From an optimization exercise on the open Yosys and OpenROAD flow, aimed at small area and a short achievable clock period; shortcuts taken in it are not production practice. RTL that was checked went through simulation tests only; none was proved equivalent to the original.

==> trial 39 <==
// float_recip
module float_recip(clk,rst,i_cip,i_sj,i_vstart,i_vector_length,i_v0,i_v1,i_v2,i_v3,i_v4,i_v5,i_v6,i_v7,o_result, o_busy);
input  wire clk;         
input  wire rst;
input  wire [15:0] i_cip;     
input  wire i_vstart;
input  wire [6:0] i_vector_length;
input wire [63:0] i_v0;
input wire [63:0] i_v1;
input wire [63:0] i_v2;
input wire [63:0] i_v3;
input wire [63:0] i_v4;
input wire [63:0] i_v5;
input wire [63:0] i_v6;
input wire [63:0] i_v7;
input  wire [63:0] i_sj;
output reg [63:0] o_result;
output wire       o_busy;
reg  [7:0] reservation_time;
reg        busy;         
reg  [7:0] vsel;         
always @(posedge clk)
   if (rst)
      reservation_time <= 8'd0;
   else if (i_vstart)
      reservation_time <= {1'b0, i_vector_length} + 8'd4;    
   else if (reservation_time != 8'd0)
      reservation_time <= reservation_time - 8'd1;
wire busy_next = ~rst & (i_vstart | (reservation_time[7:1] != 7'd0));
always @(posedge clk)
begin
   busy <= busy_next;
   if (i_vstart)
      vsel <= busy_next ? (8'd1 << i_cip[5:3]) : 8'd0;
   else
      vsel <= busy_next ? vsel : 8'd0;
end
assign o_busy = busy;
wire [31:0] src = ({32{~busy}}   & i_sj[63:32]) |
                  ({32{vsel[0]}} & i_v0[63:32]) |
                  ({32{vsel[1]}} & i_v1[63:32]) |
                  ({32{vsel[2]}} & i_v2[63:32]) |
                  ({32{vsel[3]}} & i_v3[63:32]) |
                  ({32{vsel[4]}} & i_v4[63:32]) |
                  ({32{vsel[5]}} & i_v5[63:32]) |
                  ({32{vsel[6]}} & i_v6[63:32]) |
                  ({32{vsel[7]}} & i_v7[63:32]);
reg        s0;
reg [14:0] e0;
reg [15:0] d0;
always @(posedge clk)
begin
   s0 <= src[31];
   e0 <= src[30:16];
   d0 <= src[15:0];
end
wire        half0 = (d0[15:8] == 8'h80);
wire [14:0] exp0  = ~e0 + (half0 ? (e0[14] ? 15'd3 : 15'h7fff) : (e0[14] ? 15'd2 : 15'd0));
reg [15:0] se1, se2, se3, se4, se5, se6, se7, se8, se9, se10, se11, se12;    
reg [15:0] d1, d2, d3, d4, d5, d6, d7, d8, d9;
always @(posedge clk)
begin
   se1  <= {s0, exp0};
   se2  <= se1;
   se3  <= se2;
   se4  <= se3;
   se5  <= se4;
   se6  <= se5;
   se7  <= se6;
   se8  <= se7;
   se9  <= se8;
   se10 <= se9;
   se11 <= se10;
   se12 <= se11;
   d1 <= d0;
   d2 <= d1;
   d3 <= d2;
   d4 <= d3;
   d5 <= d4;
   d6 <= d5;
   d7 <= d6;
   d8 <= d7;
   d9 <= d8;
end
wire [14:0] x2_tab;
  ...
==> module float_recip, before the edit <==
module float_recip(clk,rst,i_cip,i_sj,i_vstart,i_vector_length,i_v0,i_v1,i_v2,i_v3,i_v4,i_v5,i_v6,i_v7,o_result, o_busy);
input  wire clk;         
input  wire rst;
input  wire [15:0] i_cip;     
input  wire i_vstart;
input  wire [6:0] i_vector_length;
input wire [63:0] i_v0;
input wire [63:0] i_v1;
input wire [63:0] i_v2;
input wire [63:0] i_v3;
input wire [63:0] i_v4;
input wire [63:0] i_v5;
input wire [63:0] i_v6;
input wire [63:0] i_v7;
input  wire [63:0] i_sj;
output reg [63:0] o_result;
output wire       o_busy;
reg  [7:0] reservation_time;
reg        busy;         
reg  [7:0] vsel;         
always @(posedge clk)
   if (rst)
      reservation_time <= 8'd0;
   else if (i_vstart)
      reservation_time <= {1'b0, i_vector_length} + 8'd4;    
   else if (reservation_time != 8'd0)
      reservation_time <= reservation_time - 8'd1;
wire busy_next = ~rst & (i_vstart | (reservation_time[7:1] != 7'd0));
always @(posedge clk)
begin
   busy <= busy_next;
   if (i_vstart)
      vsel <= busy_next ? (8'd1 << i_cip[5:3]) : 8'd0;
   else
      vsel <= busy_next ? vsel : 8'd0;
end
assign o_busy = busy;
wire [31:0] src = ({32{~busy}}   & i_sj[63:32]) |
                  ({32{vsel[0]}} & i_v0[63:32]) |
                  ({32{vsel[1]}} & i_v1[63:32]) |
                  ({32{vsel[2]}} & i_v2[63:32]) |
                  ({32{vsel[3]}} & i_v3[63:32]) |
                  ({32{vsel[4]}} & i_v4[63:32]) |
                  ({32{vsel[5]}} & i_v5[63:32]) |
                  ({32{vsel[6]}} & i_v6[63:32]) |
                  ({32{vsel[7]}} & i_v7[63:32]);
reg        s0;
reg [14:0] e0;
reg [15:0] d0;
always @(posedge clk)
begin
   s0 <= src[31];
   e0 <= src[30:16];
   d0 <= src[15:0];
end
wire        half0 = (d0[15:8] == 8'h80);
wire [14:0] exp0  = ~e0 + (half0 ? (e0[14] ? 15'd3 : 15'h7fff) : (e0[14] ? 15'd2 : 15'd0));
reg [15:0] se1, se2, se3, se4, se5, se6, se7, se8, se9, se10, se11, se12;    
reg [15:0] d1, d2, d3, d4, d5, d6, d7, d8, d9;
always @(posedge clk)
begin
   se1  <= {s0, exp0};
   se2  <= se1;
   se3  <= se2;
   se4  <= se3;
   se5  <= se4;
   se6  <= se5;
   se7  <= se6;
   se8  <= se7;
   se9  <= se8;
   se10 <= se9;
   se11 <= se10;
   se12 <= se11;
   d1 <= d0;
   d2 <= d1;
   d3 <= d2;
   d4 <= d3;
   d5 <= d4;
   d6 <= d5;
   d7 <= d6;
   d8 <= d7;
   d9 <= d8;
end
wire [14:0] x2_tab;
recip_x2_lut lut(.n(d8[15:8]), .y(x2_tab));
wire [7:0]  x2_neg, x2_one, x2_two;
booth_enc enc(.yl(x2_tab), .neg(x2_neg), .one(x2_one), .two(x2_two));
reg [6:0]  neg9, neg10, neg11;
reg [7:0]  one9, one10, one11;
reg [7:0]  two9, two10, two11;
reg        half9, half10, half11, half12;
always @(posedge clk)
begin
   neg9   <= x2_neg[6:0];
   one9   <= x2_one;
   two9   <= x2_two;
   neg10  <= neg9;
   one10  <= one9;
   two10  <= two9;
   neg11  <= neg10;
   one11  <= one10;
   two11  <= two10;
   half9  <= (d8[15:8] == 8'h80);
   half10 <= half9;
   half11 <= half10;
   half12 <= half11;
end
wire [32:0] b3_a, b3_b;
mul_a ma(.neg({1'b1, neg9}), .one(one9), .two(two9), .m(d9), .ra(b3_a), .rb(b3_b));
reg  [32:0] b3a_10, b3b_10;
always @(posedge clk)
begin
   b3a_10 <= b3_a;
   b3b_10 <= b3_b;
end
wire [32:0] b3 = b3a_10 + b3b_10;
reg  [32:0] n3_11;
always @(posedge clk)
   n3_11 <= b3[32] ? b3 : b3[31] ? {b3[31:0], 1'b0} : {b3[30:0], 2'b0};
wire [48:0] c3_a, c3_b;
mul_c mc(.neg({1'b1, neg11}), .one(one11), .two(two11), .m(n3_11), .ra(c3_a), .rb(c3_b));
reg  [48:0] c3a_12, c3b_12;
always @(posedge clk)
begin
   c3a_12 <= c3_a;
   c3b_12 <= c3_b;
end
wire [48:0] c3 = c3a_12 + c3b_12;
wire [47:0] x3 = c3[48] ? c3[48:1] : c3[47] ? c3[47:0] : {c3[46:0], 1'b0};
always @(posedge clk)
   o_result <= half12 ? {se12, 1'b1, 47'b0} : {se12, x3};
endmodule
clock: 10.0 ns
lec_check: 0
cap_margin: 20
core_margin: 2
core_utilization: 40
place_density: 0.6
slew_margin: 20
synth_hierarchical: 1
synth_minimum_keep_size: 0
run.sh (not shown) runs the stock make flow with config.mk's settings and CLKGATE_MAP_FILE= SYNTH_SCRIPT=/design/flow/synth_recipe.tcl, a recipe that flattens the netlist after the stock synthesis.
==> trial 27 (differences from trial 39) <==
--- a/flow/design.v
+++ b/flow/design.v
@@ -320,10 +320,17 @@
 end
-wire        half0 = (d0[15:8] == 8'h80);
-wire [14:0] exp0  = ~e0 + (half0 ? (e0[14] ? 15'd3 : 15'h7fff) : (e0[14] ? 15'd2 : 15'd0));
-reg [15:0] se1, se2, se3, se4, se5, se6, se7, se8, se9, se10, se11, se12;    
-reg [15:0] d1, d2, d3, d4, d5, d6, d7, d8, d9;
+reg        s1;
+reg [14:0] e1;
+reg        h1;
 always @(posedge clk)
 begin
-   se1  <= {s0, exp0};
-   se2  <= se1;
+   s1 <= s0;
+   e1 <= e0;
+   h1 <= (d0[15:8] == 8'h80);
+end
+wire [14:0] exp1 = ~e1 + (h1 ? (e1[14] ? 15'd3 : 15'h7fff) : (e1[14] ? 15'd2 : 15'd0));
+reg [15:0] se2, se3, se4, se5, se6, se7, se8, se9, se10, se11, se12;    
+reg [15:0] d1, d2, d3, d4, d5, d6, d7, d8;
+always @(posedge clk)
+begin
+   se2  <= {s1, exp1};
    se3  <= se2;
@@ -346,24 +353,13 @@
    d8 <= d7;
-   d9 <= d8;
 end
 wire [14:0] x2_tab;
-recip_x2_lut lut(.n(d8[15:8]), .y(x2_tab));
-wire [7:0]  x2_neg, x2_one, x2_two;
-booth_enc enc(.yl(x2_tab), .neg(x2_neg), .one(x2_one), .two(x2_two));
-reg [6:0]  neg9, neg10, neg11;
-reg [7:0]  one9, one10, one11;
-reg [7:0]  two9, two10, two11;
-reg        half9, half10, half11, half12;
-always @(posedge clk)
-begin
-   neg9   <= x2_neg[6:0];
-   one9   <= x2_one;
-   two9   <= x2_two;
-   neg10  <= neg9;
-   one10  <= one9;
-   two10  <= two9;
-   neg11  <= neg10;
-   one11  <= one10;
-   two11  <= two10;
-   half9  <= (d8[15:8] == 8'h80);
+recip_x2_lut lut(.n(d6[15:8]), .y(x2_tab));
+reg  [14:0] x2_7;
+reg         half7, half8, half9, half10, half11, half12;
+always @(posedge clk)
+begin
+   x2_7   <= x2_tab;
+   half7  <= (d6[15:8] == 8'h80);
+   half8  <= half7;
+   half9  <= half8;
    half10 <= half9;
@@ -372,23 +368,45 @@
 end
+wire [7:0]  x2_neg, x2_one, x2_two;
+booth_enc enc(.yl(x2_7), .neg(x2_neg), .one(x2_one), .two(x2_two));
+reg [6:0]  neg8, neg9, neg10;
+reg [7:0]  one8, one9, one10;
+reg [7:0]  two8, two9, two10;
+always @(posedge clk)
+begin
+   neg8  <= x2_neg[6:0];
+   one8  <= x2_one;
+   two8  <= x2_two;
+   neg9  <= neg8;
+   one9  <= one8;
+   two9  <= two8;
+   neg10 <= neg9;
+   one10 <= one9;
+   two10 <= two9;
+end
 wire [32:0] b3_a, b3_b;
-mul_a ma(.neg({1'b1, neg9}), .one(one9), .two(two9), .m(d9), .ra(b3_a), .rb(b3_b));
-reg  [32:0] b3a_10, b3b_10;
+mul_a ma(.neg({1'b1, neg8}), .one(one8), .two(two8), .m(d8), .ra(b3_a), .rb(b3_b));
+reg  [32:0] b3a_9, b3b_9;
 always @(posedge clk)
 begin
-   b3a_10 <= b3_a;
-   b3b_10 <= b3_b;
+   b3a_9 <= b3_a;
+   b3b_9 <= b3_b;
 end
-wire [32:0] b3 = b3a_10 + b3b_10;
-reg  [32:0] n3_11;
+reg  [32:0] b3_10;
 always @(posedge clk)
-   n3_11 <= b3[32] ? b3 : b3[31] ? {b3[31:0], 1'b0} : {b3[30:0], 2'b0};
-wire [48:0] c3_a, c3_b;
-mul_c mc(.neg({1'b1, neg11}), .one(one11), .two(two11), .m(n3_11), .ra(c3_a), .rb(c3_b));
-reg  [48:0] c3a_12, c3b_12;
+   b3_10 <= b3a_9 + b3b_9;
+wire [48:0] p_a, p_b;
+mul_c mc(.neg({1'b1, neg10}), .one(one10), .two(two10), .m(b3_10), .ra(p_a), .rb(p_b));
+reg  [48:0] pa_11, pb_11;
+reg  [1:0]  s11, s12;
 always @(posedge clk)
 begin
-   c3a_12 <= c3_a;
-   c3b_12 <= c3_b;
+   pa_11 <= p_a;
+   pb_11 <= p_b;
+   s11   <= b3_10[32] ? 2'd0 : b3_10[31] ? 2'd1 : 2'd2;
+   s12   <= s11;
 end
-wire [48:0] c3 = c3a_12 + c3b_12;
+reg  [48:0] p_12;
+always @(posedge clk)
+   p_12 <= pa_11 + pb_11;
+wire [48:0] c3 = p_12 << s12;
 wire [47:0] x3 = c3[48] ? c3[48:1] : c3[47] ? c3[47:0] : {c3[46:0], 1'b0};
==> qor summary <==
Count of placed standard cells including taps: trial 39 5829; trial 27 5808
Final weighted congestion in routability-driven placement: trial 39 0.9561; trial 27 0.9672
Worst setup path endpoint: trial 39 se1[14]$_DFF_P_; trial 27 x2_7[5]$_DFF_P_
Status: trial 39 complete, no violations; trial 27 complete, no violations
Layout Cell Area excl Fill: trial 39 0.05206 mm^2; trial 27 0.05367 mm^2
Placed wire-length estimate: trial 39 96.22 mm; trial 27 98.18 mm
Starting DRT DRC Count: trial 39 2537; trial 27 2516
Tap cell count: trial 39 1500; trial 27 1512
Hold Path Origin: trial 39 se10[1]$_DFF_P_; trial 27 d5[15]$_DFF_P_
GR Util met1: trial 39 28.29%; trial 27 27.21%
Seq cells: trial 39 719; trial 27 774
Initial Util: trial 39 40.25%; trial 27 40.42%
Die Ht: trial 39 340.2 um; trial 27 344.2 um
Worst slack at placement: trial 39 5.605 ns; trial 27 6.051 ns
Shortest clock period the worst path allows after layout: trial 39 4.287 ns; trial 27 4.123 ns
Clock buf count: trial 39 104; trial 27 112
Share of the clock period used by the worst path: trial 39 42.87%; trial 27 41.23%
Multi-In Gates: trial 39 3044; trial 27 2951
Fin Hold WS: trial 39 0.3208 ns; trial 27 0.2861 ns
Storage element area: trial 39 0.01453 mm^2; trial 27 0.01563 mm^2
Total core area: trial 39 0.1123 mm^2; trial 27 0.1145 mm^2
Average via count per standard cell: trial 39 5.625; trial 27 5.655
P&R area growth vs syn: trial 39 15.12%; trial 27 15.95%
No functional check of the RTL was part of trial 27.

-- port drivers added, routing unchanged --
How much do the figures lean on ideal ports? The routed layouts below were timed once more, with nothing changed but the port constraints. Step 1 (the two cells are an assumption about what drives the block):
set clk [get_ports {clk}]
set_driving_cell -lib_cell sky130_fd_sc_hd__clkbuf_16 $clk
set_driving_cell -lib_cell sky130_fd_sc_hd__buf_2 [delete_from_list [all_inputs] $clk]
Step 2 adds t to the input delays and takes it off the output delays; t is the mean of the earliest and latest rising clock arrival at the registers after step 1. Input paths then give back, and output paths get back, about the clock's delay inside the block. Slacks: ideal ports / drivers / drivers and shift; pairs: ideal ports / drivers.
run	shift t [ns]	setup slack, ns	worst data-port slew with drivers (ns)
trial 39	0.706	5.713 / 5.713 / 5.713	0.15
trial 27	0.728	5.877 / 5.877 / 5.877	0.20
After both steps every run listed still meets setup and hold.
